Background: an optimization exercise with open tools, aiming at small area, a short achievable clock period and few clock cycles per item. Do not read the settings as production practice. No functional check of the RTL was part of any run shown here. In runs 1 and 3 to 7 the design's own scripts or RTL, not TritonCTS, make the clock network. The flow treats the clock pin as an ideal source. Dropping or thinning the clock tree relies on that and would not hold on a real chip. Power and IR drop assume default switching activity.

**flow/standard.sh**
```bash
#!/bin/bash
# synth_recipe.tcl (not shown) runs the flow's synth.tcl, then flattens the netlist and writes it again
# the make line also repeats each setting of config.mk as NAME=value (left out here)
make -C /OpenROAD-flow-scripts/flow DESIGN_CONFIG=/design/flow/config.mk WORK_HOME=/design/flow/orfs CLKGATE_MAP_FILE= SYNTH_SCRIPT=/design/flow/synth_recipe.tcl "${@:-finish}"
```
**flow/design.v**
```verilog
`timescale 1ns / 1ps
module automaton_rule(
    input      [31:0] rule,
    input      [15:0] sel,
    output            n0,
    output            n1);
    wire [15:0] x0, x1;
    genvar i;
    generate
        for (i = 0; i < 16; i = i + 1) begin : g
            assign x0[i] = rule[2 * i];
            assign x1[i] = rule[2 * i + 1];
        end
    endgenerate
    assign n0 = |(sel & x0);
    assign n1 = |(sel & x1);
endmodule
module automaton(
    input               clk,
    input               rst,
    input      [31:0]   rule,
    output reg [5:0]    row,
    output reg [5:0]    col,
    output reg          world_we,
    input               world_in,
    output reg          world_out,
    output reg          update_done);
    reg [127:0] sr;         
    reg         c0, c1;     
    reg         s_out;      
    reg         we_d;       
    reg         first;      
    reg         d1, d2;     
    wire        is_read = ~world_we;
    wire mN = (row == 6'd1);                
    wire mS = (row == 6'd0);                
    wire mW = (col == 6'd0);
    wire mE = (col == 6'd63);
    wire [3:0] nb = {sr[127] & ~mN, sr[64] & ~mW, sr[63], sr[62] & ~mE};
    wire [15:0] sel  = 16'd1 << nb;
    wire r0, r1;
    automaton_rule lut(.rule(rule), .sel(sel), .n0(r0), .n1(r1));
    wire ch      = ((sr[0] & ~s_out) ? c1 : c0) ^ sr[64];
    wire do_wr   = ~we_d & ~(first & s_out) & ch;
    wire [11:0] cur = {row, col};
    reg  [11:0] k;
    always @* begin
        if (is_read)
            k = do_wr ? -12'd65 : 12'd1;
        else if (~we_d)
            k = do_wr ? 12'd1 : 12'd66;
        else
            k = 12'd65;
    end
    wire [11:0] nxt = cur + k;
    always @(posedge clk) begin
        if (is_read)
            sr <= {sr[126:0], world_in};
        c0 <= r0;
        c1 <= r1;
        s_out <= mS;
        world_out <= ~sr[64];
        if (rst) begin
            row <= 6'd0;
            col <= 6'd0;
            world_we <= 1'b0;
            we_d <= 1'b1;
            first <= 1'b1;
            d1 <= 1'b0;
            d2 <= 1'b0;
            update_done <= 1'b0;
        end else begin
            {row, col} <= nxt;
            world_we <= do_wr;
            we_d <= world_we;
            first <= first & mS;
            d1 <= is_read & ~first & (cur == 12'd63);
            d2 <= d1;
            update_done <= d2;
        end
    end
endmodule
```
**flow/flow/own_cts.tcl**
```tcl
# Own clock tree, sourced as PRE_CTS_TCL. The clock port drives 4 clock
# buffers directly, and each buffer drives the clock pins of one group of
# flip-flops. With OWN_CTS_INV1 and OWN_CTS_INV2 set, each buffer is instead a
# pair of inverters: the port drives the first, the first drives only the
# second, and the second drives the group. The groups come from two cuts of the placed flip-flops:
# one across the longer or the shorter side, then one across each half. The
# cut positions are searched so that the group with the largest estimated
# load (pin capacitance plus the wire of a minimum spanning tree) is as light
# as it can be. Every flip-flop is one buffer away from the clock port.
# TritonCTS is then skipped; the rest of the CTS step (legalisation,
# repair_timing) runs as usual.
set bufcell sky130_fd_sc_hd__clkbuf_16
if {[info exists ::env(OWN_CTS_BUF)]} { set bufcell $::env(OWN_CTS_BUF) }

set db [ord::get_db]
set block [ord::get_db_block]
set master [$db findMaster $bufcell]
set inv1 ""
if {[info exists ::env(OWN_CTS_INV1)] && [info exists ::env(OWN_CTS_INV2)]} {
  set inv1 [$db findMaster $::env(OWN_CTS_INV1)]
  set inv2 [$db findMaster $::env(OWN_CTS_INV2)]
}
set clknet [$block findNet clk]
set dbu [$block getDbUnitsPerMicron]

set sinks {}
foreach it [$clknet getITerms] {
  set inst [$it getInst]
  set bb [$inst getBBox]
  set x [expr {([$bb xMin] + [$bb xMax]) / 2.0 / $dbu}]
  set y [expr {([$bb yMin] + [$bb yMax]) / 2.0 / $dbu}]
  lappend sinks [list $x $y $it]
}
puts "own_cts: [llength $sinks] clock sinks"

# estimated load of a group in fF: 1.8 fF per clock pin, 0.12 fF per um of
# the minimum spanning tree over the pins (Prim)
proc own_cts_cost {pts} {
  set n [llength $pts]
  if {$n == 0} { return 0 }
  set xs [lmap p $pts {lindex $p 0}]
  set ys [lmap p $pts {lindex $p 1}]
  set in [lrepeat $n 0]
  set d [lrepeat $n 1e18]
  lset d 0 0
  set tot 0.0
  for {set k 0} {$k < $n} {incr k} {
    set best -1; set bd 1e18
    for {set i 0} {$i < $n} {incr i} {
      if {![lindex $in $i] && [lindex $d $i] < $bd} { set bd [lindex $d $i]; set best $i }
    }
    lset in $best 1
    set tot [expr {$tot + $bd}]
    set bx [lindex $xs $best]; set by [lindex $ys $best]
    for {set i 0} {$i < $n} {incr i} {
      if {![lindex $in $i]} {
        set dd [expr {abs([lindex $xs $i] - $bx) + abs([lindex $ys $i] - $by)}]
        if {$dd < [lindex $d $i]} { lset d $i $dd }
      }
    }
  }
  return [expr {1.8 * $n + 0.12 * $tot}]
}

proc own_cts_cut {pts axis f} {
  set pts [lsort -real -index $axis $pts]
  set k [expr {int(round([llength $pts] * $f))}]
  return [list [lrange $pts 0 [expr {$k - 1}]] [lrange $pts $k end]]
}

set fracs {0.38 0.40 0.42 0.44 0.46 0.48 0.50 0.52 0.54 0.56 0.58 0.60 0.62}
set best {}
set bestcost 1e18
foreach axis {0 1} {
  foreach f1 $fracs {
    set halves [own_cts_cut $sinks $axis $f1]
    set sub {}
    set worst 0
    foreach h $halves {
      set hb {}; set hc 1e18
      foreach f2 $fracs {
        set q [own_cts_cut $h [expr {1 - $axis}] $f2]
        set c [expr {max([own_cts_cost [lindex $q 0]], [own_cts_cost [lindex $q 1]])}]
        if {$c < $hc} { set hc $c; set hb $q }
      }
      lappend sub {*}$hb
      set worst [expr {max($worst, $hc)}]
    }
    if {$worst < $bestcost} { set bestcost $worst; set best $sub }
  }
}
puts "own_cts: worst estimated group load [format %.1f $bestcost] fF"

set i 0
foreach g $best {
  set sx 0.0; set sy 0.0
  foreach p $g { set sx [expr {$sx + [lindex $p 0]}]; set sy [expr {$sy + [lindex $p 1]}] }
  set cx [expr {int($sx / [llength $g] * $dbu)}]
  set cy [expr {int($sy / [llength $g] * $dbu)}]
  set net [odb::dbNet_create $block "clknet_own_$i"]
  $net setSigType CLOCK
  if {$inv1 eq ""} {
    set inst [odb::dbInst_create $block $master "clkbuf_own_$i"]
    [$inst findITerm A] connect $clknet
    [$inst findITerm X] connect $net
    set placed [list $inst]
  } else {
    set a [odb::dbInst_create $block $inv1 "clkinv_own_a$i"]
    set b [odb::dbInst_create $block $inv2 "clkinv_own_b$i"]
    set mid [odb::dbNet_create $block "clknet_own_m$i"]
    $mid setSigType CLOCK
    [$a findITerm A] connect $clknet
    [$a findITerm Y] connect $mid
    [$b findITerm A] connect $mid
    [$b findITerm Y] connect $net
    set placed [list $b $a]
  }
  foreach p $g {
    set it [lindex $p 2]
    $it disconnect
    $it connect $net
  }
  set dx 0
  foreach inst $placed {
    $inst setLocation [expr {$cx + $dx}] $cy
    $inst setPlacementStatus PLACED
    set dx [expr {$dx + [[$inst getMaster] getWidth]}]
  }
  puts "own_cts: buffer $i at ($cx, $cy) drives [llength $g] sinks, estimated [format %.1f [own_cts_cost $g]] fF"
  incr i
}

rename clock_tree_synthesis tritoncts_unused
proc clock_tree_synthesis {args} {
  puts "own_cts: clock tree built by own_cts.tcl, TritonCTS skipped"
  set_propagated_clock [all_clocks]
}
```
**flow/config.mk**
```make
export PLATFORM = sky130hd
export DESIGN_NAME = automaton
export DESIGN_NICKNAME = automaton
export VERILOG_FILES = /design/flow/design.v
export SDC_FILE = /design/flow/constraint.sdc
export NUM_CORES = 8
export LEC_CHECK = 0
export ABC_AREA = 1
export CAP_MARGIN = 20
export CORE_MARGIN = 2
export CORE_UTILIZATION = 60
export GPL_ROUTABILITY_DRIVEN = 1
export GPL_TIMING_DRIVEN = 1
export PLACE_DENSITY = 0.65
export SLEW_MARGIN = 20
export SYNTH_HIERARCHICAL = 1
```
**flow/flow/run.sh**
```bash
#!/bin/bash
set -euo pipefail
bash standard.sh SETUP_SLACK_MARGIN=7.4 BUFFER_PORTS_ARGS="-buffer_cell sky130_fd_sc_hd__buf_1" PRE_CTS_TCL=$(pwd)/flow/own_cts.tcl  finish > standard.log 2>&1
```
**flow/constraint.sdc**
```tcl
create_clock -name core_clock -period 10.0 [get_ports {clk}]
set_input_delay 2.0000 -clock core_clock [delete_from_list [all_inputs] [get_ports {clk}]]
set_output_delay 2.0000 -clock core_clock [all_outputs]
set_load 0.01 [all_outputs]
```
==> results of run 1 <==
[power groups by stage]
stage / logic (uW) / clock network (uW) / registers, uW
final: 477 / 208 / 1200
after global routing: 535 / 234 / 1230
after CTS: 458 / 216 / 1210
after detailed placement: 385 / 0 / 1210
after global placement: 377 / 0 / 1210
after floorplan: 283 / 0 / 1180
[flip-flops by register name, indices dropped and copies added (netlist names)]
signal and flops:
sr 128, col 6, row 6, c0 1
c1 1, d1 1, d2 1, first 1
s_out 1, update_done 1, we_d 1, world_out 1
world_we 1
[cell usage in the layout, fill, tap and decap left out]
master and n:
a21boi_1 1, a21oi_1 18, a21oi_2 1, a31oi_1 1, buf_1 33, buf_4 21, buf_6 16, clkbuf_16 4
clkbuf_2 1, clkinvlp_2 1, clkinvlp_4 1, dfxtp_1 7, dfxtp_2 12, dfxtp_4 3, edfxtp_1 128, fa_2 1
ha_1 9, ha_4 2, inv_1 40, inv_2 8, inv_4 1, nand2_1 84, nand2_2 4, nand2_4 1
nand3_1 19, nand3b_1 1, nand4_1 4, nor2_1 39, nor2_2 1, nor3_1 1, nor4_1 1, nor4_2 1
nor4_4 1, o21ai_0 7, o21ai_1 8, or2_4 1
[Yosys stat by module (local to each module, per instance)]
module | times used | flip-flops and latches | area, um2 | cells
automaton_rule | 1 | 0 | 267.8 | 70
automaton | 1 | 150 | 5233 | 337
[path summary, 6_finish.rpt]
path	slack, ns	startpoint	cells after the start	endpoint
max	7.33	col[2]	1	col[2]
max reg2reg	7.59	sr[0]	18	row[0]
min reg2reg	0.42	sr[72]	0	sr[73]
min	0.42	sr[72]	0	sr[73]
[layer usage]
| metal | GRT usage [%] | routed length [um] | vias to the layer above |
|---|---|---|---|
| met2 | 25.94 | 3636 | 55 |
| met3 | 0.8433 | 233 | 10 |
| met5 | 0 | 0 | - |
| met1 | 26.49 | 4248 | 1439 |
| li1 | - | - | 1546 |
| met4 | 2.845 | 143 | 0 |
[synth_stat cells, drive strengths merged]
cell / n / area (um2)
nor3: 1 / 5.000
nand3b: 1 / 7.510
o21ai: 15 / 75.07
nand2: 89 / 349.1
a31oi: 1 / 6.260
clkbuf: 1 / 3.750
fa: 1 / 20.02
or2: 1 / 8.760
edfxtp: 128 / 3844
ha: 11 / 137.6
nor4: 3 / 40.04
a21oi: 19 / 95.09
dfxtp: 22 / 440.4
nor2: 40 / 150.1
inv: 50 / 190.2
nand4: 4 / 25.02
a21boi: 1 / 7.510
nand3: 19 / 95.09
[logic make-up after synthesis]
kind of cell | synth area share (%)
buf+inv | 3.526
simple gates | 12.37
flops | 77.89
fa+ha+maj | 2.866
compound gates | 3.344
[worst reg2reg max path, cell delays in order (launching register included)]
cell	delay, ns
edfxtp_1	0.46
nand2_1	0.11
nand2_1	0.05
nand3_1	0.09
nand2_1	0.07
nor2_2	0.12
inv_1	0.08
nand2_1	0.08
inv_2	0.05
nand2_2	0.08
ha_4	0.15
inv_1	0.06
fa_2	0.35
inv_2	0.09
nand3_1	0.08
nand2_2	0.10
a21oi_1	0.10
o21ai_1	0.15
a21oi_1	0.05
[final cells by class]
class | count | share of cell area [%]
buffer | 4 | 1.596
inverter | 50 | 3.093
multi-input combinational | 206 | 16.88
sequential | 150 | 68.75
tap | 108 | 2.155
timing repair buffer | 71 | 7.444
timing repair inverter | 1 | 0.07982
[metrics by stage]
step | hold slack (ns) | instance area, um2
2_1_floorplan | 0.3883 | 5524
3_3_place_gp | 0.4009 | 5847
3_5_place_dp | 0.4045 | 5847
4_1_cts | 0.4321 | 6210
5_1_grt | 0.4339 | 6270
6_report | 0.4228 | 6270
[repair_timing]
item / in CTS / in global routing
setup buffers: 16 / 5
resized for setup: 50 / 5
pin swaps: 0 / 2
setup endpoints to repair: 24 / 24
gates cloned: 1 / 0
==> out/results.txt, run 1 <==
Multi-input gate area - 0.001059 mm2
GRT Util Overall - 16.47%
Distinct cells, synth - 25
Detail Route Antenna Nets - 0
Crit-path slowest cell - dfxtp_4
Setup total negative slack - 0 ns
Drt first-iter violations - 155
Critical path cell sequence - buf_6
Layout cells sized above 1 - 16.80%
Vias in the first global route - 2835
# fillers - 591
Residual DRC - 0
Tot Pwr - 1889 uW
RSZ-0062 raised after global routing - yes
Syn nets - 454
Buf+Inv Stages, Crit Path - 1
Post-Route WL - 8.261 mm
Fin util - 71.20%
Int Power - 1353 uW
Syn Area/Cell - 13.51 um2
Die W - 99.75 um
CORE AREA - 0.008806 mm2
First-pass DRT Iterations - 5
Crit path time final - 2.668 ns
Row Count - 34
Crit path max-delay family - flip-flops
Area Overhead vs Synth - 13.99%
Final WS setup - 7.332 ns
Largest net degree at the start of global routing - 99
Worst Hold Class - reg2reg
Synth warn - 7
Power share of the combinational group - 25.3%
Slew @ Worst Pin - 0.8373 ns
Gpl congestion - 0.8538
Pwr Density - 301.3 mW/mm2
CP Max Fanout - 2
Worst-skew pair later-pin latency - 0.18 ns
Maxcap violations - 0
Die Area - 0.009949 mm2
FF/Latch Area - 0.004310 mm2
First-pass GRT wire length - 13.25 mm
# diodes - 0
Seq/Total Area, Yosys - 77.89%
Pre-CTS setup slack - 7.014 ns
Sequential power share - 63.7%
Cell leakage power - 0.002503 uW
Headroom to the max-slew limit - 44.18%
Worst-path clk slew - 0.12 ns
Initial antenna violation count - 0
Wire per inst - 14.00 um
Highest clock rate - 0.3748 GHz
Mapped cell area - 0.005500 mm2
Clock power share - 11.0%
Total gr overflow - 0
Status - finished clean
NumNets Final - 531
Worst path max stage delay - 0.37 ns
Final setup vio count - 0
Layout Cells excl Fill - 590
WS Path Type - reg2out
Switching share of total power - 28.41%
Max-slew violations - 0
Die height - 99.75 um
Routed vias - 3050
Port Buf Inserts - 49
Post-CTS Hold Buffers - 0
Initial Util - 62.46%
CP Launch Type - register
Yosys reg bits - 150
Sw Pwr - 536.7 uW
Required time worst endpoint - 8.00 ns
Inst Count DP - 564
Hpwl dp - 5.025 mm
Worst Skew - 0.01379 ns
Max IR drop VDD - 0.0002160 V
Tcrit/Tclk final - 26.68%
I/O pin count - 50
CP endpoint kind - output port
Vias per cell - 5.169
Final hold vios - 0
CP arrival - 0.67 ns
Syn Inst Count - 407
==> run 2: changes to the inputs <==
==> flow/flow/run.sh (replaced) <==
#!/bin/bash
set -euo pipefail
bash standard.sh SETUP_SLACK_MARGIN=7.4 BUFFER_PORTS_ARGS="-buffer_cell sky130_fd_sc_hd__buf_1" PRE_CTS_TCL=$(pwd)/flow/own_cts.tcl OWN_CTS_INV1=sky130_fd_sc_hd__inv_16 OWN_CTS_INV2=sky130_fd_sc_hd__inv_16 finish > standard.log 2>&1
==> run 2 against run 1 <==
Compared with the run above: synthesized cell count stayed put; synthesized area is the same; the flow now stops in clock tree synthesis.
==> out/results.txt, run 2 <==
Status - aborted with a tool error
Halt Stage - clock tree synthesis
Err - [ERROR DPL-0038] Utilization greater than 100%, impossible to legalize
Simple-Gate Fraction of Synth Area - 12.37%
Commonest cells post-synth - 128 x edfxtp_1, 85 x nand2_1, 44 x inv_1
Yosys reg bits - 150
Mux share of post-synthesis cell area - 0%
Inst Count DP - 564
Seq/Total Area, Yosys - 77.89%
Hpwl dp - 5.025 mm
Die W - 99.75 um
Top-area cell type share of the netlist area - 69.88%
Syn nets - 454
Port Buf Inserts - 49
Largest family of logic cells by synthesized area - simple AND/OR/NAND/NOR gates
Row Count - 34
Dpl cell area - 0.005847 mm2
Dominant cell type by area after synthesis - edfxtp_1
Syn Area/Cell - 13.51 um2
Largest cells by area after synthesis - edfxtp_1 70%, dfxtp_1 8.0%, nand2_1 5.8%
Mapped cell area - 0.005500 mm2
Syn Inst Count - 407
Gpl congestion - 0.8538
I/O pin count - 50
Synth warn - 7
Synth Area in Compound Gates - 3.344%
Post-synth EDFFs - 128
Post-synth top flop - edfxtp_1
Most numerous cell in the Yosys netlist - edfxtp_1
Xor/xnor share of the synthesized area - 0%
Die height - 99.75 um
Initial Util - 62.46%
Asr flop ratio synth - 0%
Distinct cells, synth - 25
Adder-Cell Fraction of Synth Area - 2.866%
==> run 2: cell counts after synthesis <==
No cell type changed its count.
==> run 2: cells by family after synthesis <==
group	count (synthesis)
fa+ha+maj	12
flops	150
compound gates	36
simple gates	158
buf+inv	51
==> run 2: modules after synthesis (local to each module, per instance) <==
module | flip-flops and latches | copies in the design
automaton | 150 | 1
automaton_rule | 0 | 1
==> run 2: power by group through the flow <==
stage	Combinational (uW)	Sequential, uW	Clock (uW)
3_3_place_gp	377	1210	0
2_1_floorplan	283	1180	0
3_5_place_dp	385	1210	0
==> run 2: worst max path at each step <==
stage	start	to	slack [ns]	cells after the start
3_5_place_dp	rst	d1	7.01	4
3_3_place_gp	rst	d1	7.12	4
2_1_floorplan	world_we	row[5]	6.27	11
==> run 2: through the flow <==
step / util [%] / setup WS (ns) / total power (uW) / hold slack (ns)
2_1_floorplan: - / 6.268 / 1467 / 0.3883
3_3_place_gp: 66.40 / 7.116 / 1592 / 0.4009
3_5_place_dp: 66.40 / 7.014 / 1597 / 0.4045
==> run 3: changes to the inputs <==
--- a/flow/config.mk
+++ b/flow/config.mk
@@ -9,8 +9,8 @@
 export CAP_MARGIN = 20
 export CORE_MARGIN = 2
-export CORE_UTILIZATION = 60
+export CORE_UTILIZATION = 50
 export GPL_ROUTABILITY_DRIVEN = 1
 export GPL_TIMING_DRIVEN = 1
-export PLACE_DENSITY = 0.65
+export PLACE_DENSITY = 0.6
 export SLEW_MARGIN = 20
 export SYNTH_HIERARCHICAL = 1
==> run 3 against run 2 <==
Compared with the run above: now clean on timing, DRC and antenna; synthesized area unchanged; synthesized cell count unchanged.
==> out/results.txt, run 3 <==
Largest cells by area after synthesis - edfxtp_1 70%, dfxtp_1 8.0%, nand2_1 5.8%
Cell leakage power - 0.004022 uW
Fin util - 87.50%
Row Count - 38
Die height - 108.9 um
Initial antenna violation count - 0
Highest clock rate - 0.3336 GHz
Hpwl dp - 5.358 mm
RSZ-0062 raised after global routing - yes
Distinct cells, synth - 25
Tcrit/Tclk final - 29.97%
Mux share of post-synthesis cell area - 0%
Setup total negative slack - 0 ns
Reg2reg setup slack - 7.22 ns
Multi-input gate area - 0.001124 mm2
Status - finished clean
Simple-Gate Fraction of Synth Area - 12.37%
Xor/xnor share of the synthesized area - 0%
Wire per inst - 18.91 um
Port Buf Inserts - 49
WS Path Type - reg2out
Routed vias - 4114
Sequential power share - 23.5%
Worst Hold Class - reg2reg
Layout cells sized above 1 - 38.84%
Switching share of total power - 46.20%
Max-slew violations - 0
Largest net degree at the start of global routing - 76
Synth Area in Compound Gates - 3.344%
GRT Util Overall - 22.30%
Post-Route WL - 14.67 mm
CORE AREA - 0.01079 mm2
Critical Path Start - world_out
Area Overhead vs Synth - 71.70%
Post-synth EDFFs - 128
Vias in the first global route - 4326
Largest registers - sr x128, col x6, row x6
Crit path time final - 2.997 ns
Top-area cell type share of the netlist area - 69.88%
Gpl congestion - 0.8045
Final setup vio count - 0
Mapped cell area - 0.005500 mm2
Required time worst endpoint - 8.00 ns
Commonest cells after routing, fill and taps aside - 154 x inv_16, 128 x edfxtp_1, 80 x nand2_1, 39 x nor2_1, 38 x inv_1
Initial Util - 50.96%
Worst-path clk slew - 0.09 ns
Length in cells of the worst reg-to-reg path - 18
Pwr Density - 561.6 mW/mm2
Vias per cell - 5.302
Final hold vios - 0
Detail Route Antenna Nets - 0
Dominant cell type by area after synthesis - edfxtp_1
Crit path max-delay family - flip-flops
Adder-Cell Fraction of Synth Area - 2.866%
Syn Area/Cell - 13.51 um2
# diodes - 0
CP endpoint kind - output port
# fillers - 432
Slew @ Worst Pin - 1.259 ns
Post-synth top flop - edfxtp_1
CP Launch Type - register
Seq/Total Area, Yosys - 77.89%
Yosys reg bits - 150
Reg-to-reg endpoint - row[0]
Buf+Inv Stages, Crit Path - 1
Largest family of logic cells by synthesized area - simple AND/OR/NAND/NOR gates
Tot Pwr - 5304 uW
Worst R2R Start - sr[0]
I/O pin count - 50
Post-CTS Hold Buffers - 0
Clock power share - 65.9%
Total gr overflow - 0
Worst Skew - 0.1730 ns
Commonest cells post-synth - 128 x edfxtp_1, 85 x nand2_1, 44 x inv_1
Worst hold stages - 0
Hold EP - sr[17]
Residual DRC - 0
Sw Pwr - 2450 uW
Die W - 108.9 um
Largest Register - sr
Worst path max stage delay - 0.31 ns
CP Max Fanout - 1
Int Power - 2853 uW
Headroom to the max-slew limit - 16.10%
Most common cell after layout, fill and taps aside - inv_16
Hold Path Origin - sr[16]
Maxcap violations - 0
Syn Inst Count - 407
Asr flop ratio synth - 0%
Syn nets - 454
CP arrival - 1.00 ns
Critical path cell sequence - buf_2
Worst-skew pair later-pin latency - 0.58 ns
Flip-flop count of the largest register after layout - 128
Drt first-iter violations - 369
First-pass DRT Iterations - 4
Crit-path slowest cell - dfxtp_1
Die Area - 0.01186 mm2
Most numerous cell in the Yosys netlist - edfxtp_1
NumNets Final - 685
First-pass GRT wire length - 20.40 mm
Synth warn - 7
Max IR drop VDD - 0.0008867 V
Power share of the combinational group - 10.7%
FF/Latch Area - 0.004322 mm2
[run 3: cell counts after synthesis]
Identical to the previous run, type by type.
[run 3: cells by family after synthesis]
| group | after synthesis |
|---|---|
| AOI/OAI and AO/OA | 36 |
| adders and majority gates | 12 |
| buffers and inverters | 51 |
| and+or+nand+nor | 158 |
| DFF | 150 |
[run 3: worst max-delay path by stage]
stage	end	slack (ns)	cells after the start
after floorplan	row[5]	6.27	11
final	world_out	7.00	1
after detailed placement	d1	7.02	4
after global routing	world_we	7.02	1
after global placement	d1	7.07	4
after CTS	world_we	7.04	1
[run 3: power groups by stage]
| stage | Sequential [uW] | Combinational (uW) | Clock (uW) |
|---|---|---|---|
| 4_1_cts | 1240 | 487 | 3560 |
| 2_1_floorplan | 1180 | 283 | 0 |
| 6_report | 1240 | 566 | 3490 |
| 3_3_place_gp | 1220 | 383 | 0 |
| 3_5_place_dp | 1210 | 389 | 0 |
| 5_1_grt | 1270 | 616 | 3630 |
[run 3: timing repair]
| action | 4_1_cts | 5_1_grt |
|---|---|---|
| buffers inserted | 15 | 8 |
| gates cloned | 0 | 2 |
| resized for setup | 59 | 19 |
| pin swaps | 2 | 6 |
| setup endpoints to repair | 24 | 24 |
[run 3: layout make-up]
| cell class | instances | share of cell area (%) |
|---|---|---|
| sequential | 150 | 45.76 |
| multi-input combinational | 206 | 11.90 |
| inverter | 50 | 2.120 |
| tap | 140 | 1.855 |
| timing repair buffer | 76 | 5.723 |
| clock inverter | 154 | 32.64 |
[run 3: metal layers]
| metal | GRT usage (%) | routed length (um) | vias up |
|---|---|---|---|
| met2 | 36.07 | 7658 | 172 |
| li1 | - | - | 1908 |
| met3 | 7.173 | 735 | 37 |
| met1 | 28.21 | 5855 | 1997 |
| met5 | 0 | 0 | - |
| met4 | 8.333 | 425 | 0 |
[run 3: worst reg2reg max path, stage by stage, from the launching register on]
cell and delay [ns]:
edfxtp_1 0.47, nand2_2 0.12, nand2_1 0.07, nand3_2 0.10
nand2_2 0.09, nor2_4 0.14, inv_2 0.06, nand2_2 0.07
inv_2 0.06, nand2_4 0.07, ha_4 0.14, inv_2 0.05
fa_2 0.35, inv_2 0.09, nand3_2 0.07, nand2_2 0.11
a21oi_2 0.10, o21ai_1 0.33, a21oi_1 0.08
[run 3: per-stage QoR]
step,hold WS (ns),instance area (um2),cells,setup slack [ns]
2_1_floorplan,0.3883,5524,407,6.268
3_3_place_gp,0.4033,5894,597,7.073
3_5_place_dp,0.4045,5894,597,7.024
4_1_cts,0.4135,9263,766,7.037
5_1_grt,0.4245,9444,776,7.023
6_report,0.2944,9444,776,7.003
[run 3: modules after synthesis (local to each module, per instance)]
module          area [um2]  cells
automaton             5233    337
automaton_rule       267.8     70
==> run 4: changes to the inputs <==
==> flow/flow/run.sh (replaced) <==
#!/bin/bash
set -euo pipefail
bash standard.sh SETUP_SLACK_MARGIN=7.3 BUFFER_PORTS_ARGS="-buffer_cell sky130_fd_sc_hd__buf_1" PRE_CTS_TCL=$(pwd)/flow/own_cts.tcl  finish > standard.log 2>&1
==> flow/flow/own_cts.tcl (replaced) <==
# Own clock tree, sourced as PRE_CTS_TCL. The clock port drives 4 clock
# buffers directly, and each buffer drives the clock pins of one group of
# flip-flops. With OWN_CTS_INV1 and OWN_CTS_INV2 set, each buffer is instead a
# pair of inverters: the port drives the first, the first drives only the
# second, and the second drives the group. The groups come from two cuts of
# the placed flip-flops: one across x or y, then one across each half the
# other way. The cut positions are searched so that the group with the
# largest estimated load (pin capacitance plus the wire of a minimum spanning
# tree) is as light as it can be. Every flip-flop is the same number of stages
# from the clock port.
# The tree is built in place of TritonCTS, that is after the CTS step's
# repair_clock_inverters (which would otherwise copy the inverters next to
# every flip-flop); the rest of the CTS step (legalisation, repair_timing)
# runs as usual.

# estimated load of a group in fF: 1.8 fF per clock pin, 0.12 fF per um of
# the minimum spanning tree over the pins (Prim)
proc own_cts_cost {pts} {
  set n [llength $pts]
  if {$n == 0} { return 0 }
  set xs [lmap p $pts {lindex $p 0}]
  set ys [lmap p $pts {lindex $p 1}]
  set in [lrepeat $n 0]
  set d [lrepeat $n 1e18]
  lset d 0 0
  set tot 0.0
  for {set k 0} {$k < $n} {incr k} {
    set best -1; set bd 1e18
    for {set i 0} {$i < $n} {incr i} {
      if {![lindex $in $i] && [lindex $d $i] < $bd} { set bd [lindex $d $i]; set best $i }
    }
    lset in $best 1
    set tot [expr {$tot + $bd}]
    set bx [lindex $xs $best]; set by [lindex $ys $best]
    for {set i 0} {$i < $n} {incr i} {
      if {![lindex $in $i]} {
        set dd [expr {abs([lindex $xs $i] - $bx) + abs([lindex $ys $i] - $by)}]
        if {$dd < [lindex $d $i]} { lset d $i $dd }
      }
    }
  }
  return [expr {1.8 * $n + 0.12 * $tot}]
}

# cut a list of {x y iterm} at fraction f along axis (0: x, 1: y)
proc own_cts_cut {pts axis f} {
  set pts [lsort -real -index $axis $pts]
  set k [expr {int(round([llength $pts] * $f))}]
  return [list [lrange $pts 0 [expr {$k - 1}]] [lrange $pts $k end]]
}

proc own_cts_build {} {
  set db [ord::get_db]
  set block [ord::get_db_block]
  set bufcell sky130_fd_sc_hd__clkbuf_16
  if {[info exists ::env(OWN_CTS_BUF)]} { set bufcell $::env(OWN_CTS_BUF) }
  set master [$db findMaster $bufcell]
  set inv1 ""
  if {[info exists ::env(OWN_CTS_INV1)] && [info exists ::env(OWN_CTS_INV2)]} {
    set inv1 [$db findMaster $::env(OWN_CTS_INV1)]
    set inv2 [$db findMaster $::env(OWN_CTS_INV2)]
  }
  set clknet [$block findNet clk]
  set dbu [$block getDbUnitsPerMicron]

  set sinks {}
  foreach it [$clknet getITerms] {
    set bb [[$it getInst] getBBox]
    set x [expr {([$bb xMin] + [$bb xMax]) / 2.0 / $dbu}]
    set y [expr {([$bb yMin] + [$bb yMax]) / 2.0 / $dbu}]
    lappend sinks [list $x $y $it]
  }
  puts "own_cts: [llength $sinks] clock sinks"

  set fracs {0.38 0.40 0.42 0.44 0.46 0.48 0.50 0.52 0.54 0.56 0.58 0.60 0.62}
  set best {}
  set bestcost 1e18
  foreach axis {0 1} {
    foreach f1 $fracs {
      set sub {}
      set worst 0
      foreach h [own_cts_cut $sinks $axis $f1] {
        set hb {}; set hc 1e18
        foreach f2 $fracs {
          set q [own_cts_cut $h [expr {1 - $axis}] $f2]
          set c [expr {max([own_cts_cost [lindex $q 0]], [own_cts_cost [lindex $q 1]])}]
          if {$c < $hc} { set hc $c; set hb $q }
        }
        lappend sub {*}$hb
        set worst [expr {max($worst, $hc)}]
      }
      if {$worst < $bestcost} { set bestcost $worst; set best $sub }
    }
  }
  puts "own_cts: worst estimated group load [format %.1f $bestcost] fF"

  set i 0
  foreach g $best {
    set sx 0.0; set sy 0.0
    foreach p $g { set sx [expr {$sx + [lindex $p 0]}]; set sy [expr {$sy + [lindex $p 1]}] }
    set cx [expr {int($sx / [llength $g] * $dbu)}]
    set cy [expr {int($sy / [llength $g] * $dbu)}]
    set net [odb::dbNet_create $block "clknet_own_$i"]
    $net setSigType CLOCK
    if {$inv1 eq ""} {
      set inst [odb::dbInst_create $block $master "clkbuf_own_$i"]
      [$inst findITerm A] connect $clknet
      [$inst findITerm X] connect $net
      set placed [list $inst]
    } else {
      set a [odb::dbInst_create $block $inv1 "clkinv_own_a$i"]
      set b [odb::dbInst_create $block $inv2 "clkinv_own_b$i"]
      set mid [odb::dbNet_create $block "clknet_own_m$i"]
      $mid setSigType CLOCK
      [$a findITerm A] connect $clknet
      [$a findITerm Y] connect $mid
      [$b findITerm A] connect $mid
      [$b findITerm Y] connect $net
      set placed [list $b $a]
    }
    foreach p $g {
      set it [lindex $p 2]
      $it disconnect
      $it connect $net
    }
    set dx 0
    foreach inst $placed {
      $inst setLocation [expr {$cx + $dx}] $cy
      $inst setPlacementStatus PLACED
      set dx [expr {$dx + [[$inst getMaster] getWidth]}]
    }
    puts "own_cts: group $i at ($cx, $cy): [llength $g] sinks, estimated [format %.1f [own_cts_cost $g]] fF"
    incr i
  }
}

rename clock_tree_synthesis tritoncts_unused
proc clock_tree_synthesis {args} {
  own_cts_build
  puts "own_cts: clock tree built by own_cts.tcl, TritonCTS skipped"
  set_propagated_clock [all_clocks]
}
==> run 4 against run 3 <==
Compared with the run above: critical path depth stayed put; cell count fell by 21%; global-route usage is 8.2 points lower; sequential cell count did not move; routed wire length decreased by 42%; design area shrank 34%; via count shrank 26%; total power shrank 65%; die area unchanged.
==> out/results.txt, run 4 <==
Detail Route Antenna Nets - 0
First-pass GRT wire length - 13.51 mm
Routed vias - 3064
Adder-Cell Fraction of Synth Area - 2.866%
Initial Util - 50.96%
Hpwl dp - 5.358 mm
Wire per inst - 13.77 um
Reg2reg setup slack - 7.55 ns
Fin util - 57.44%
Mux share of post-synthesis cell area - 0%
Worst hold stages - 2
Mapped cell area - 0.005500 mm2
Gpl congestion - 0.8045
Drt first-iter violations - 170
Post-Route WL - 8.456 mm
Die Area - 0.01186 mm2
GRT Util Overall - 14.12%
Syn Area/Cell - 13.51 um2
Highest clock rate - 0.3720 GHz
Most numerous cell in the Yosys netlist - edfxtp_1
Max IR drop VDD - 0.0001498 V
Crit path max-delay family - flip-flops
Worst R2R Start - sr[0]
Largest cells by area after synthesis - edfxtp_1 70%, dfxtp_1 8.0%, nand2_1 5.8%
Max-slew violations - 0
Clock power share - 11.4%
Most common cell after layout, fill and taps aside - edfxtp_1
Xor/xnor share of the synthesized area - 0%
Sw Pwr - 533.1 uW
Pwr Density - 300.3 mW/mm2
Power share of the combinational group - 24.0%
Length in cells of the worst reg-to-reg path - 19
CORE AREA - 0.01079 mm2
Critical path depth - 1
Crit-path slowest cell - dfxtp_4
Tcrit/Tclk final - 26.88%
WS Path Type - reg2out
Flip-flop count of the largest register after layout - 128
Port Buf Inserts - 49
CP Launch Type - register
Row Count - 38
Slew @ Worst Pin - 0.8772 ns
Status - finished clean
Switching share of total power - 28.63%
Residual DRC - 0
Asr flop ratio synth - 0%
Buf+Inv Stages, Crit Path - 1
Minimum hold slack - 0.4209 ns
CP arrival - 0.69 ns
Final setup vio count - 0
Largest net degree at the start of global routing - 76
Total gr overflow - 0
Critical Path Start - world_we
Worst-path clk slew - 0.12 ns
Dominant cell type by area after synthesis - edfxtp_1
Syn nets - 454
CP endpoint kind - output port
Headroom to the max-slew limit - 41.52%
Synth Area in Compound Gates - 3.344%
Largest Register - sr
Post-CTS Hold Buffers - 0
Reg-to-reg endpoint - row[2]
Setup total negative slack - 0 ns
NumNets Final - 523
Sequential power share - 64.6%
Maxcap violations - 0
Worst Skew - 0.01173 ns
Layout cells sized above 1 - 15.19%
Worst Hold Class - reg2reg
Crit path to - world_we
Syn Inst Count - 407
Distinct cells, synth - 25
Crit path time final - 2.688 ns
I/O pin count - 50
Largest family of logic cells by synthesized area - simple AND/OR/NAND/NOR gates
Top-area cell type share of the netlist area - 69.88%
Vias per cell - 4.990
Die height - 108.9 um
Largest registers - sr x128, col x6, row x6
Synth warn - 7
Yosys reg bits - 150
Final hold vios - 0
Vias in the first global route - 2791
Worst-skew pair later-pin latency - 0.19 ns
Critical path cell sequence - buf_6
Initial antenna violation count - 0
Post-synth top flop - edfxtp_1
RSZ-0062 raised after global routing - yes
First-pass DRT Iterations - 4
Commonest cells after routing, fill and taps aside - 128 x edfxtp_1, 83 x nand2_1, 40 x inv_1, 39 x nor2_1, 34 x buf_1
Simple-Gate Fraction of Synth Area - 12.37%
Area Overhead vs Synth - 12.72%
Seq/Total Area, Yosys - 77.89%
# diodes - 0
Die W - 108.9 um
Commonest cells post-synth - 128 x edfxtp_1, 85 x nand2_1, 44 x inv_1
Post-synth EDFFs - 128
CP Max Fanout - 3
Cell leakage power - 0.002460 uW
Required time worst endpoint - 8.00 ns
Worst path max stage delay - 0.38 ns
Int Power - 1329 uW
run 4: layout make-up:
cell class | count | area (um2)
multi-input cells | 206 | 1064
well taps | 140 | 175.2
plain buffers | 4 | 100.1
flip-flops and latches | 150 | 4314
fillers | 863 | 4593
inverters | 50 | 193.9
repair buffers | 64 | 352.8
run 4: metal layers:
layer | vias up | part of all wire (%) | global-route usage [%]
met5 | - | 0 | 0
met4 | 0 | 1.3 | 1.557
met3 | 6 | 3.0 | 0.6575
met2 | 39 | 42 | 21.07
met1 | 1492 | 53 | 23.83
li1 | 1527 | - | -
run 4: cells by family after synthesis:
logic type / Yosys count
AOI/OAI and AO/OA: 36
adders and majority gates: 12
buffers and inverters: 51
DFF: 150
and+or+nand+nor: 158
run 4: modules after synthesis (local to each module, per instance):
module / cells inside / flops+latches
automaton: 337 / 150
automaton_rule: 70 / 0
run 4: per-stage QoR:
stage / instance area, um2 / setup slack [ns] / total power, uW / instances
3_5_place_dp: 5894 / 7.024 / 1604 / 597
4_1_cts: 6108 / 7.240 / 1855 / 610
6_report: 6200 / 7.312 / 1862 / 614
2_1_floorplan: 5524 / 6.268 / 1467 / 407
3_3_place_gp: 5894 / 7.073 / 1598 / 597
5_1_grt: 6200 / 7.284 / 1989 / 614
run 4: how the worst min path moves through the flow:
stage / startpoint / slack [ns] / endpoint
detailed placement: sr[4] / 0.40 / sr[5]
finish: d1 / 0.42 / d2
floorplan: d1 / 0.39 / d2
CTS: d1 / 0.43 / d2
global placement: sr[44] / 0.40 / sr[45]
global route: sr[18] / 0.44 / sr[19]
run 4: power groups by stage:
stage | combinational [uW] | clock [uW] | sequential (uW)
after detailed placement | 389 | 0 | 1210
after CTS | 423 | 222 | 1210
final | 446 | 212 | 1200
after floorplan | 283 | 0 | 1180
after global routing | 512 | 240 | 1240
after global placement | 383 | 0 | 1220
run 4: what timing repair did:
item	CTS	global route
setup buffers	9	4
gates cloned	0	0
resized for setup	30	20
setup endpoints to repair	16	15
==> run 5: changes to the inputs <==
==> flow/flow/run.sh (replaced) <==
#!/bin/bash
set -euo pipefail
bash standard.sh SETUP_SLACK_MARGIN=7.3 BUFFER_PORTS_ARGS="-buffer_cell sky130_fd_sc_hd__buf_1" PRE_CTS_TCL=$(pwd)/flow/own_cts.tcl OWN_CTS_INV1=sky130_fd_sc_hd__inv_16 OWN_CTS_INV2=sky130_fd_sc_hd__inv_16 finish > standard.log 2>&1
==> run 5 against run 4 <==
Compared with the run above: still clean; cell count down 1.1%; via count down 1.9%; clock skew shrank 0.0014 ns; synthesized cell count unchanged; register-to-register slack got worse by 0.03 ns; sequential share of layout area up 0.63 points; fmax is 0.51% higher; global-route usage is 0.050 points lower; design area fell by 0.93%; largest cell class unchanged.
==> out/results.txt, run 5 <==
Status - finished clean
Worst-skew pair later-pin latency - 0.13 ns
Seq/Total Area, Yosys - 77.89%
Die height - 108.9 um
Clock power share - 13.2%
CORE AREA - 0.01079 mm2
Die Area - 0.01186 mm2
NumNets Final - 516
Reg2reg setup slack - 7.52 ns
Worst Skew - 0.01037 ns
Required time worst endpoint - 8.00 ns
Power share of the combinational group - 21.5%
Buf+Inv Stages, Crit Path - 1
Headroom to the max-slew limit - 41.88%
Row Count - 38
Yosys reg bits - 150
CP Max Fanout - 3
# diodes - 0
Syn nets - 454
Worst R2R Start - sr[0]
Most numerous cell in the Yosys netlist - edfxtp_1
Port Buf Inserts - 49
Worst-path clk slew - 0.11 ns
CP endpoint kind - output port
Syn Inst Count - 407
Dominant cell type by area after synthesis - edfxtp_1
Inst Count DP - 597
Critical path cell sequence - clkbuf_2
CP Launch Type - register
Largest net degree at the start of global routing - 76
Tcrit/Tclk final - 26.74%
Asr flop ratio synth - 0%
Maxcap violations - 0
Area Overhead vs Synth - 11.67%
Largest registers - sr x128, col x6, row x6
Worst hold stages - 2
Multi-input gate area - 0.001061 mm2
First-pass DRT Iterations - 4
Sw Pwr - 573.7 uW
GRT Util Overall - 14.07%
Pwr Density - 303.8 mW/mm2
Sequential power share - 65.3%
Slew @ Worst Pin - 0.8717 ns
RSZ-0062 raised after global routing - yes
Post-synth EDFFs - 128
Crit path time final - 2.674 ns
I/O pin count - 50
Layout Cells excl Fill - 607
Largest Register - sr
Vias per cell - 4.954
Distinct cells, synth - 25
Final setup vio count - 0
Mapped cell area - 0.005500 mm2
Final hold vios - 0
First-pass GRT wire length - 13.44 mm
Crit path max-delay family - flip-flops
Post-Route WL - 8.323 mm
Largest cells by area after synthesis - edfxtp_1 70%, dfxtp_1 8.0%, nand2_1 5.8%
Worst Hold Class - reg2reg
Hpwl dp - 5.358 mm
Crit-path slowest cell - dfxtp_2
Initial antenna violation count - 0
Most common cell after layout, fill and taps aside - edfxtp_1
Highest clock rate - 0.3739 GHz
Hold EP - d2
Vias in the first global route - 2761
WS Path Type - reg2out
Cell leakage power - 0.002409 uW
Detail Route Antenna Nets - 0
Reg-to-reg endpoint - row[2]
Layout cells sized above 1 - 12.85%
Synth warn - 7
Top-area cell type share of the netlist area - 69.88%
Hold Path Origin - d1
Commonest cells post-synth - 128 x edfxtp_1, 85 x nand2_1, 44 x inv_1
Length in cells of the worst reg-to-reg path - 19
Routed vias - 3007
Wire per inst - 13.71 um
Residual DRC - 0
Int Power - 1292 uW
Post-synth top flop - edfxtp_1
Flip-flop count of the largest register after layout - 128
Drt first-iter violations - 193
Worst path max stage delay - 0.40 ns
CP arrival - 0.67 ns
Max-slew violations - 0
# fillers - 858
FF/Latch Area - 0.004313 mm2
Syn Area/Cell - 13.51 um2
Gpl congestion - 0.8045
Setup total negative slack - 0 ns
Switching share of total power - 30.74%
Die W - 108.9 um
Initial Util - 50.96%
Commonest cells after routing, fill and taps aside - 128 x edfxtp_1, 83 x nand2_1, 40 x inv_1, 40 x nor2_1, 37 x buf_1
Max IR drop VDD - 0.0001432 V
Total gr overflow - 0
[run 5: cell types whose count changed in the layout (fill, tap and decap cells not counted), sizes merged]
cell    previous run  this run
inv               49        57
buf               61        42
clkbuf             7        11
[run 5: per-layer routing]
metal	global-route usage, %	share of wire [%]	wire (um)	up-vias
li1	-	-	-	1516
met1	23.88	54	4505	1451
met2	20.41	42	3507	36
met3	1.435	3.0	246	4
met4	1.282	0.76	63	0
met5	0	0	0	-
[run 5: cell type report]
| class | instances | share of cell area [%] |
|---|---|---|
| repair buffers | 53 | 3.850 |
| flip-flops and latches | 150 | 70.22 |
| inverters | 58 | 5.806 |
| well taps | 140 | 2.852 |
| multi-input cells | 206 | 17.27 |
[run 5: power by group through the flow]
stage	clock [uW]	sequential, uW	combinational [uW]
CTS	260	1220	392
global placement	0	1220	383
floorplan	0	1180	283
detailed placement	0	1210	389
finish	246	1220	402
global route	282	1250	464
[run 5: kinds of logic after synthesis]
kind of cell | synth area share (%)
flip-flops | 77.89
AO/OA/AOI/OAI | 3.344
AND/OR/NAND/NOR | 12.37
adder cells (fa/ha/maj) | 2.866
buffers and inverters | 3.526
[run 5: repair_timing]
| item | CTS | global route |
|---|---|---|
| gates cloned | 0 | 0 |
| hold buffers | 0 | 0 |
| setup buffers | 0 | 2 |
| setup endpoints to repair | 14 | 19 |
| gates resized for setup | 13 | 26 |
[run 5: through the flow]
stage	total power [uW]	instance area [um2]	utilization (%)	hold WS, ns	setup WS (ns)
after detailed placement	1604	5894	54.61	0.4045	7.024
final	1866	6142	56.91	0.4192	7.326
after floorplan	1467	5524	-	0.3883	6.268
after CTS	1872	6072	56.26	0.4249	7.304
after global routing	1998	6142	56.91	0.4361	7.256
after global placement	1598	5894	54.61	0.4033	7.073
[run 5: worst max-delay path by stage]
stage | to | slack, ns | start | depth (start not counted)
after floorplan | row[5] | 6.27 | world_we | 11
after global placement | d1 | 7.07 | rst | 4
after detailed placement | d1 | 7.02 | rst | 4
after CTS | row[4] | 7.30 | row[4] | 1
after global routing | row[2] | 7.26 | sr[0] | 19
final | row[4] | 7.33 | row[4] | 1
[run 5: per-module statistics from Yosys (local to each module, per instance)]
module          copies in the design  flip-flops and latches  cells inside  cell area [um2]
automaton                          1                     150           337             5233
automaton_rule                     1                       0            70            267.8
==> run 6: changes to the inputs <==
--- a/flow/design.v
+++ b/flow/design.v
@@ -1,19 +1,3 @@
 `timescale 1ns / 1ps
-module automaton_rule(
-    input      [31:0] rule,
-    input      [15:0] sel,
-    output            n0,
-    output            n1);
-    wire [15:0] x0, x1;
-    genvar i;
-    generate
-        for (i = 0; i < 16; i = i + 1) begin : g
-            assign x0[i] = rule[2 * i];
-            assign x1[i] = rule[2 * i + 1];
-        end
-    endgenerate
-    assign n0 = |(sel & x0);
-    assign n1 = |(sel & x1);
-endmodule
 module automaton(
     input               clk,
@@ -28,5 +12,4 @@
     reg [127:0] sr;         
     reg         c0, c1;     
-    reg         s_out;      
     reg         we_d;       
     reg         first;      
@@ -37,10 +20,13 @@
     wire mW = (col == 6'd0);
     wire mE = (col == 6'd63);
-    wire [3:0] nb = {sr[127] & ~mN, sr[64] & ~mW, sr[63], sr[62] & ~mE};
-    wire [15:0] sel  = 16'd1 << nb;
-    wire r0, r1;
-    automaton_rule lut(.rule(rule), .sel(sel), .n0(r0), .n1(r1));
-    wire ch      = ((sr[0] & ~s_out) ? c1 : c0) ^ sr[64];
-    wire do_wr   = ~we_d & ~(first & s_out) & ch;
+    wire supp = first & mS;                 
+    wire bN = sr[127] & ~mN;
+    wire bW = sr[64]  & ~mW;
+    wire bC = sr[63];
+    wire bE = sr[62]  & ~mE;
+    wire r0 = rule[{bN, bW, bC, bE, 1'b0}];
+    wire r1 = rule[{bN, bW, bC, bE, 1'b1}];
+    wire ch      = sr[0] ? c1 : c0;
+    wire do_wr   = ~we_d & ch;
     wire [11:0] cur = {row, col};
     reg  [11:0] k;
@@ -57,7 +43,6 @@
         if (is_read)
             sr <= {sr[126:0], world_in};
-        c0 <= r0;
-        c1 <= r1;
-        s_out <= mS;
+        c0 <= ~supp & (r0 ^ bC);
+        c1 <= ~supp & ((mS ? r0 : r1) ^ bC);
         world_out <= ~sr[64];
         if (rst) begin
--- a/flow/config.mk
+++ b/flow/config.mk
@@ -14,3 +14,2 @@
 export PLACE_DENSITY = 0.6
 export SLEW_MARGIN = 20
-export SYNTH_HIERARCHICAL = 1
==> run 6 against run 5 <==
Compared with the run above: still clean on timing, DRC and antenna; total power down 4.6%; via count down 5.5%; utilization up 0.52 points; design area down 2.6%; worst setup slack worse by 0.10 ns; cell count down 9.6%; clock power about the same; synthesized cell count down 13%; critical path depth up 9; register-to-register slack about the same; global-route usage down 0.60 points; largest power group unchanged.
==> out/results.txt, run 6 <==
Status - finished clean
Initial antenna violation count - 0
Cell leakage power - 0.002287 uW
Mapped cell area - 0.005390 mm2
Critical path cell sequence - buf_1 -> nand3_1 -> nand3_1 -> nand3_1 -> nand3_1 -> nand2_1 -> nand2_2 -> nand3_2 -> nand2_1 -> nor2_1
Largest cells by area after synthesis - edfxtp_1 71%, dfxtp_1 7.8%, nand3_1 4.1%
Highest clock rate - 0.3601 GHz
CP endpoint kind - register
Worst path max stage delay - 0.13 ns
Synth Area in Compound Gates - 4.387%
Distinct cells, synth - 32
Gpl congestion - 0.8582
Die Area - 0.01163 mm2
CP Launch Type - input pin
# diodes - 0
Post-Route WL - 8.143 mm
Vias in the first global route - 2648
Initial Util - 51.75%
RSZ-0062 raised after global routing - yes
Synth warn - 1
Pwr Density - 297.5 mW/mm2
Drt first-iter violations - 354
Max-slew violations - 0
Crit path time final - 2.777 ns
Worst Skew - 0.008386 ns
Crit-path slowest cell - nand3_1
Wire per inst - 14.83 um
Commonest cells post-synth - 128 x edfxtp_1, 44 x nand3_1, 38 x nand2_1
Adder-Cell Fraction of Synth Area - 2.925%
Post-synth EDFFs - 128
WS Path Type - in2reg
Syn nets - 403
Residual DRC - 0
Final setup vio count - 0
Worst-path clk slew - 0.10 ns
Top-area cell type share of the netlist area - 71.31%
I/O pin count - 50
Xor/xnor share of the synthesized area - 0.3250%
Reg2reg setup slack - 7.51 ns
Largest Register - sr
CP Max Fanout - 2
Required time worst endpoint - 10.03 ns
Largest registers - sr x128, col x6, row x6
CORE AREA - 0.01042 mm2
First-pass GRT wire length - 12.72 mm
Final hold vios - 0
Length in cells of the worst reg-to-reg path - 19
Slew @ Worst Pin - 0.8346 ns
Critical path depth - 10
Worst-skew pair later-pin latency - 0.12 ns
Setup total negative slack - 0 ns
Minimum hold slack - 0.4112 ns
Hold EP - update_done
Worst hold stages - 2
Tcrit/Tclk final - 27.77%
Syn Area/Cell - 15.14 um2
Vias per cell - 5.175
Port Buf Inserts - 49
Yosys reg bits - 149
Largest family of logic cells by synthesized area - simple AND/OR/NAND/NOR gates
Worst R2R Start - sr[0]
Seq/Total Area, Yosys - 79.11%
Die W - 107.8 um
Post-synth top flop - edfxtp_1
Layout cells sized above 1 - 13.08%
Asr flop ratio synth - 0%
Most numerous cell in the Yosys netlist - edfxtp_1
Post-CTS Hold Buffers - 0
Crit path max-delay family - simple AND/OR/NAND/NOR gates
Area Overhead vs Synth - 10.98%
Die height - 107.8 um
Maxcap violations - 0
Flip-flop count of the largest register after layout - 128
CP arrival - 2.80 ns
Total gr overflow - 0
Detail Route Antenna Nets - 0
Row Count - 37
Hpwl dp - 4.929 mm
NumNets Final - 462
Max IR drop VDD - 0.0001406 V
Most common cell after layout, fill and taps aside - edfxtp_1
GRT Util Overall - 13.47%
Simple-Gate Fraction of Synth Area - 10.28%
Reg-to-reg endpoint - row[3]
Hold Path Origin - d2
Worst Hold Class - reg2reg
First-pass DRT Iterations - 4
Headroom to the max-slew limit - 44.36%
Largest net degree at the start of global routing - 72
Syn Inst Count - 356
Buf+Inv Stages, Crit Path - 1
Commonest cells after routing, fill and taps aside - 128 x edfxtp_1, 45 x buf_1, 41 x nand3_1, 36 x nand2_1, 25 x inv_1
Routed vias - 2841
Dominant cell type by area after synthesis - edfxtp_1
Mux share of post-synthesis cell area - 0%
CP dominant cell by count - nand3_1
-- run 6: cell count changes after synthesis, moves of 5 or more --
cell	delta
nand2_1	-47
nand3_1	+25
nor2_1	-19
inv_1	-17
o21ai_1	-8
inv_2	-5
o21ai_0	+5
-- run 6: through the flow --
stage | util [%] | total power (uW) | cell area, um2 | worst slack, ns | instances
after floorplan | - | 1397 | 5403 | 6.596 | 356
after global placement | 54.85 | 1497 | 5713 | 7.022 | 537
after detailed placement | 54.85 | 1504 | 5713 | 6.869 | 537
after CTS | 56.78 | 1776 | 5914 | 7.222 | 546
after global routing | 57.43 | 1894 | 5982 | 7.154 | 549
final | 57.43 | 1779 | 5982 | 7.223 | 549
-- run 6: worst min-delay path, cell delays in order, from the launching register on --
cell and delay, ns:
dfxtp_1 0.31, inv_1 0.04, nor2_1 0.03
-- run 6: kinds of logic after synthesis --
| group | after synthesis |
|---|---|
| buf+inv | 33 |
| simple gates | 118 |
| compound gates | 42 |
| fa+ha+maj | 12 |
| xor+xnor | 2 |
| flops | 149 |
-- run 6: timing repair --
action | 4_1_cts | 5_1_grt
pin swaps | 12 | 12
buffers inserted | 1 | 3
endpoints found under the setup margin | 16 | 15
resized for setup | 10 | 21
-- run 6: worst max-delay path by stage --
stage	from	endpoint	slack (ns)
after CTS	rule[6]	c1	7.22
after detailed placement	sr[0]	row[3]	6.87
after global placement	sr[0]	row[3]	7.02
after floorplan	world_we	row[5]	6.60
after global routing	rule[3]	c1	7.15
final	rule[19]	c1	7.22
-- run 6: area by class of cell --
type / instances / area, um2
Inverter: 35 / 265.3
Sequential cell: 149 / 4279
Multi-Input combinational cell: 174 / 1021
Tap cell: 136 / 170.2
Timing Repair Buffer: 55 / 246.5
Fill cell: 873 / 4434
-- run 6: power by group --
part | total [uW] | switching [uW] | leakage [uW] | internal, uW
sequential | 1190 | 126 | 0.00152 | 1060
combinational | 344 | 224 | 0.000691 | 120
clock | 246 | 182 | 0.0000783 | 64.0
total | 1780 | 532 | 0.00229 | 1250
-- run 6: metal layers --
metal,global-route usage (%),share of wire [%],up-vias
met3,1.271,3.6,14
met5,0,0,-
met1,22.05,52,1366
li1,-,-,1399
met2,19.68,42,62
met4,2.930,2.3,0
==> run 7: changes to the inputs <==
==> flow/design.v (replaced) <==
`timescale 1ns / 1ps
module automaton(
    input               clk,
    input               rst,
    input      [31:0]   rule,
    output reg [5:0]    row,
    output reg [5:0]    col,
    output reg          world_we,
    input               world_in,
    output reg          world_out,
    output reg          update_done);
    reg [17:0] sr;          
    reg [63:0] st;          
    reg        c0, c1;      
    reg        halo;        
    reg        first;       
    reg        d1;          
    wire       is_read = ~world_we;
    wire       do_wr = is_read & (world_in ? c1 : c0);
    reg  [5:0] nr_row, nr_col;
    reg        nr_halo;
    always @* begin
        if (is_read & halo) begin
            nr_row  = (col == 6'd63) ? row : row - 6'd8;
            nr_col  = col + 6'd1;
            nr_halo = 1'b0;
        end else begin
            nr_row  = row + ((~is_read & (col == 6'd63)) ? 6'd9 : 6'd1);
            nr_col  = is_read ? col : col + 6'd1;
            nr_halo = (row[2:0] == 3'd7);
        end
    end
    wire       ncol0 = (nr_col == 6'd0);
    wire       mN = ncol0 ? (nr_row == 6'd8) : (nr_row == 6'd0);
    wire       mS = ncol0 ? (nr_row == 6'd7) : (nr_row == 6'd63);
    wire       mW = (nr_col == 6'd1);
    wire       j0 = (nr_row[2:0] == 3'd0);      
    wire       tS = is_read ? sr[6]  : sr[7];
    wire       tC = is_read ? sr[7]  : sr[8];
    wire       tN = is_read ? sr[8]  : sr[9];
    wire       tW = is_read ? sr[16] : sr[17];
    wire       bN = (j0 ? st[63] : tN) & ~mN;
    wire       bW = tW & ~mW;
    wire       bS = tS & ~mS;
    wire       r0 = rule[{bN, bW, tC, 1'b0, bS}];
    wire       r1 = rule[{bN, bW, tC, 1'b1, bS}];
    wire       valid = ~nr_halo & ~(first & ncol0);
    wire [5:0] wr_row = (col == 6'd0) ? row - 6'd8 : row;
    always @(posedge clk) begin
        if (is_read)
            sr <= {sr[16:0], world_in};
        if (is_read & ~halo & (row[2:0] == 3'd0))
            st <= {st[62:0], sr[1]};
        world_out <= ~sr[8];
        if (rst) begin
            row <= 6'd0;
            col <= 6'd0;
            world_we <= 1'b0;
            halo <= 1'b0;
            first <= 1'b1;
            c0 <= 1'b0;
            c1 <= 1'b0;
            d1 <= 1'b0;
            update_done <= 1'b0;
        end else begin
            if (do_wr) begin
                row <= wr_row;
                col <= col - 6'd1;
                halo <= 1'b0;
            end else begin
                row <= nr_row;
                col <= nr_col;
                halo <= nr_halo;
            end
            world_we <= do_wr;
            c0 <= valid & (r0 ^ tC);
            c1 <= valid & (((nr_col == 6'd0) ? r0 : r1) ^ tC);
            first <= first & (col == 6'd0);
            d1 <= is_read & ~first & (row == 6'd7) & (col == 6'd0);
            update_done <= d1;
        end
    end
endmodule
==> flow/flow/run.sh (replaced) <==
#!/bin/bash
set -euo pipefail
bash standard.sh SETUP_SLACK_MARGIN=7.3 BUFFER_PORTS_ARGS="-buffer_cell sky130_fd_sc_hd__buf_1" PRE_CTS_TCL=$(pwd)/flow/own_cts.tcl  finish > standard.log 2>&1
==> run 7 against run 6 <==
Compared with the run above: fmax is 4.8% lower; utilization is 6.5 points higher; critical path type is now reg2reg; critical endpoint is now c1; register-to-register slack worse by 0.43 ns.
==> out/results.txt, run 7 <==
Maxcap violations - 0
Dominant cell type by area after synthesis - edfxtp_1
Power share of the combinational group - 38.0%
Most common cell after layout, fill and taps aside - edfxtp_1
Highest clock rate - 0.3430 GHz
Slew @ Worst Pin - 1.015 ns
Post-synth EDFFs - 82
WS Path Type - reg2reg
GRT Util Overall - 16.22%
# diodes - 0
Gpl congestion - 0.8214
Sw Pwr - 543.4 uW
NumNets Final - 489
CP Launch Type - register
Syn Area/Cell - 11.61 um2
Initial Util - 51.71%
Total gr overflow - 0
Die height - 96.19 um
Flip-flop count of the largest register after layout - 64
Routed vias - 2914
Pre-CTS setup slack - 6.611 ns
Worst Skew - 0.01099 ns
Fin util - 63.91%
Status - finished clean
Syn nets - 409
Final hold vios - 0
Mapped cell area - 0.004249 mm2
Top-area cell type share of the netlist area - 57.95%
Switching share of total power - 34.31%
Drt first-iter violations - 90
Asr flop ratio synth - 0%
Tcrit/Tclk final - 29.15%
Initial antenna violation count - 0
Largest cells by area after synthesis - edfxtp_1 58%, dfxtp_1 9.4%, nand3_1 8.0%
Multi-input gate area - 0.001484 mm2
Commonest cells post-synth - 82 x edfxtp_1, 68 x nand3_1, 65 x nand2_1
# fillers - 672
Vias in the first global route - 2462
Worst path max stage delay - 0.37 ns
Seq/Total Area, Yosys - 67.37%
Pwr Density - 301.6 mW/mm2
CP arrival - 2.96 ns
Cell leakage power - 0.002038 uW
Worst-path clk slew - 0.09 ns
Residual DRC - 0
Detail Route Antenna Nets - 0
Post-CTS Hold Buffers - 0
Largest net degree at the start of global routing - 65
Headroom to the max-slew limit - 32.34%
Port Buf Inserts - 49
Final WS setup - 7.085 ns
Worst Hold Class - reg2reg
Distinct cells, synth - 32
Die W - 96.19 um
Worst-skew pair later-pin latency - 0.16 ns
Setup total negative slack - 0 ns
Crit path time final - 2.915 ns
Synth warn - 1
First-pass DRT Iterations - 6
Clock power share - 10.4%
Reg2reg setup slack - 7.08 ns
Largest registers - st x64, sr x18
I/O pin count - 50
Die Area - 0.009252 mm2
CP endpoint kind - register
Post-Route WL - 7.994 mm
Max-slew violations - 0
Crit-path slowest cell - dfxtp_4
RSZ-0062 raised after global routing - yes
Required time worst endpoint - 10.05 ns
Most numerous cell in the Yosys netlist - edfxtp_1
CP dominant cell by count - nand3_1
Syn Inst Count - 366
First-pass GRT wire length - 12.04 mm
Commonest cells after routing, fill and taps aside - 82 x edfxtp_1, 53 x nand2_1, 51 x nand3_1, 35 x buf_1, 23 x inv_1
Sequential power share - 51.6%
Row Count - 33
Critical path cell sequence - ha_4 -> inv_4 -> nor2_4 -> nand2_2 -> nor2_1 -> ha_1 -> xor2_1 -> nand2_1 -> nand2_2 -> inv_1 -> nand3_1 -> nand2_2 -> nor2_4 -> buf_6 -> nand2_4 -> nand3_1 -> nand3_1 -> nand3_2 -> nand3_2 -> nand3_2 -> nand3_1 -> nand2_1 -> nor2_2
Largest Register - st
CP Max Fanout - 9
Max IR drop VDD - 0.0001825 V
CORE AREA - 0.008217 mm2
Yosys reg bits - 102
FF/Latch Area - 0.002907 mm2
Vias per cell - 5.308
Post-synth top flop - edfxtp_1
Final setup vio count - 0
Layout cells sized above 1 - 29.95%
Wire per inst - 14.56 um
Int Power - 1041 uW
Area Overhead vs Synth - 23.59%
Hpwl dp - 4.824 mm
run 7: cell type report:
cell class / count / area share [%]
repair buffers: 77 / 9.054
flip-flops and latches: 102 / 55.35
inverters: 37 / 2.931
well taps: 105 / 2.502
multi-input cells: 224 / 28.26
plain buffers: 4 / 1.906
run 7: path summary, 6_finish.rpt:
path,start,to,cells after the start
worst max-delay path,col[0],c1,23
worst min-delay path,d1,update_done,2
worst max register to register,col[0],c1,23
worst min register to register,d1,update_done,2
run 7: per-stage QoR:
stage               cells  power, uW  hold slack, ns  area, um2
floorplan             366       1137          0.3883       4303
global placement      516       1261          0.3925       4587
detailed placement    516       1260          0.3938       4587
CTS                   531       1486          0.4067       4908
global route          549       1690          0.4345       5251
finish                549       1584          0.4046       5251
run 7: what timing repair did:
| action | 4_1_cts | 5_1_grt |
|---|---|---|
| cloned | 2 | 1 |
| buffers inserted | 9 | 17 |
| pin swaps | 10 | 29 |
| endpoints found under the setup margin | 29 | 29 |
| resized for setup | 50 | 52 |
run 7: worst max-delay path, delay by kind of cell, from the launching register on:
kind	cells	cell delay, ns
buffers and inverters	3	0.22
adder cells (fa/ha/maj)	2	0.43
XOR/XNOR	1	0.16
AND/OR/NAND/NOR	17	1.61
flip-flops	1	0.37
run 7: per-layer routing:
metal	vias to the layer above	part of all wire, %	track usage, %
li1	1425	-	-
met1	1409	48	25.14
met2	66	46	26.27
met3	14	3.5	0.7048
met4	0	1.9	2.143
met5	-	0	0
run 7: power groups by stage:
| stage | Clock [uW] | Combinational, uW | Sequential, uW |
|---|---|---|---|
| after detailed placement | 0 | 440 | 820 |
| after CTS | 173 | 492 | 821 |
| after global placement | 0 | 436 | 825 |
| final | 165 | 602 | 817 |
| after floorplan | 0 | 339 | 799 |
| after global routing | 187 | 664 | 840 |
run 7: cells by family (layout without fill, tap and decap cells):
group	after synthesis	count (layout)	synth area share, %
fa+ha+maj	8	8	2.356
compound gates	30	30	4.034
xor+xnor	11	11	2.444
buf+inv	43	118	4.417
simple gates	172	175	19.38
flops	102	102	67.37

-- separate check: timing with driven ports --
In the flow no input, the clock included, has a driving cell. The finished layouts below were timed again as built, in two steps. Step 1 assumes that a clkbuf_16 drives the clock port and a buf_2 every other input. Step 2, shift: input delay + t, output delay - t, t = (earliest + latest rising clock arrival at the registers) / 2. This alone moves slack from input paths to output paths. Slacks: ideal ports / drivers / drivers and shift; pairs: ideal ports / drivers.
run | t, ns | setup slack, ns | clock arrival spread, ns | worst data-port slew with drivers (ns)
run 1 | 0.255 | 7.332 / 7.252 / 7.291 | 0.014 / 0.014 | 0.03
run 3 | 0.686 | 7.003 / 6.802 / 6.909 | 0.222 / 0.222 | 0.05
run 4 | 0.259 | 7.312 / 7.232 / 7.183 | 0.017 / 0.016 | 0.04
run 5 | 0.290 | 7.326 / 7.162 / 7.227 | 0.013 / 0.012 | 0.04
run 6 | 0.286 | 7.223 / 7.159 / 7.079 | 0.009 / 0.009 | 0.03
run 7 | 0.227 | 7.085 / 7.054 / 7.034 | 0.012 / 0.011 | 0.06
After both steps setup and hold are still met in every run listed. For run 6, which loses most, drivers alone change the setup slack by -0.064 ns; drivers and shift together by -0.144 ns.
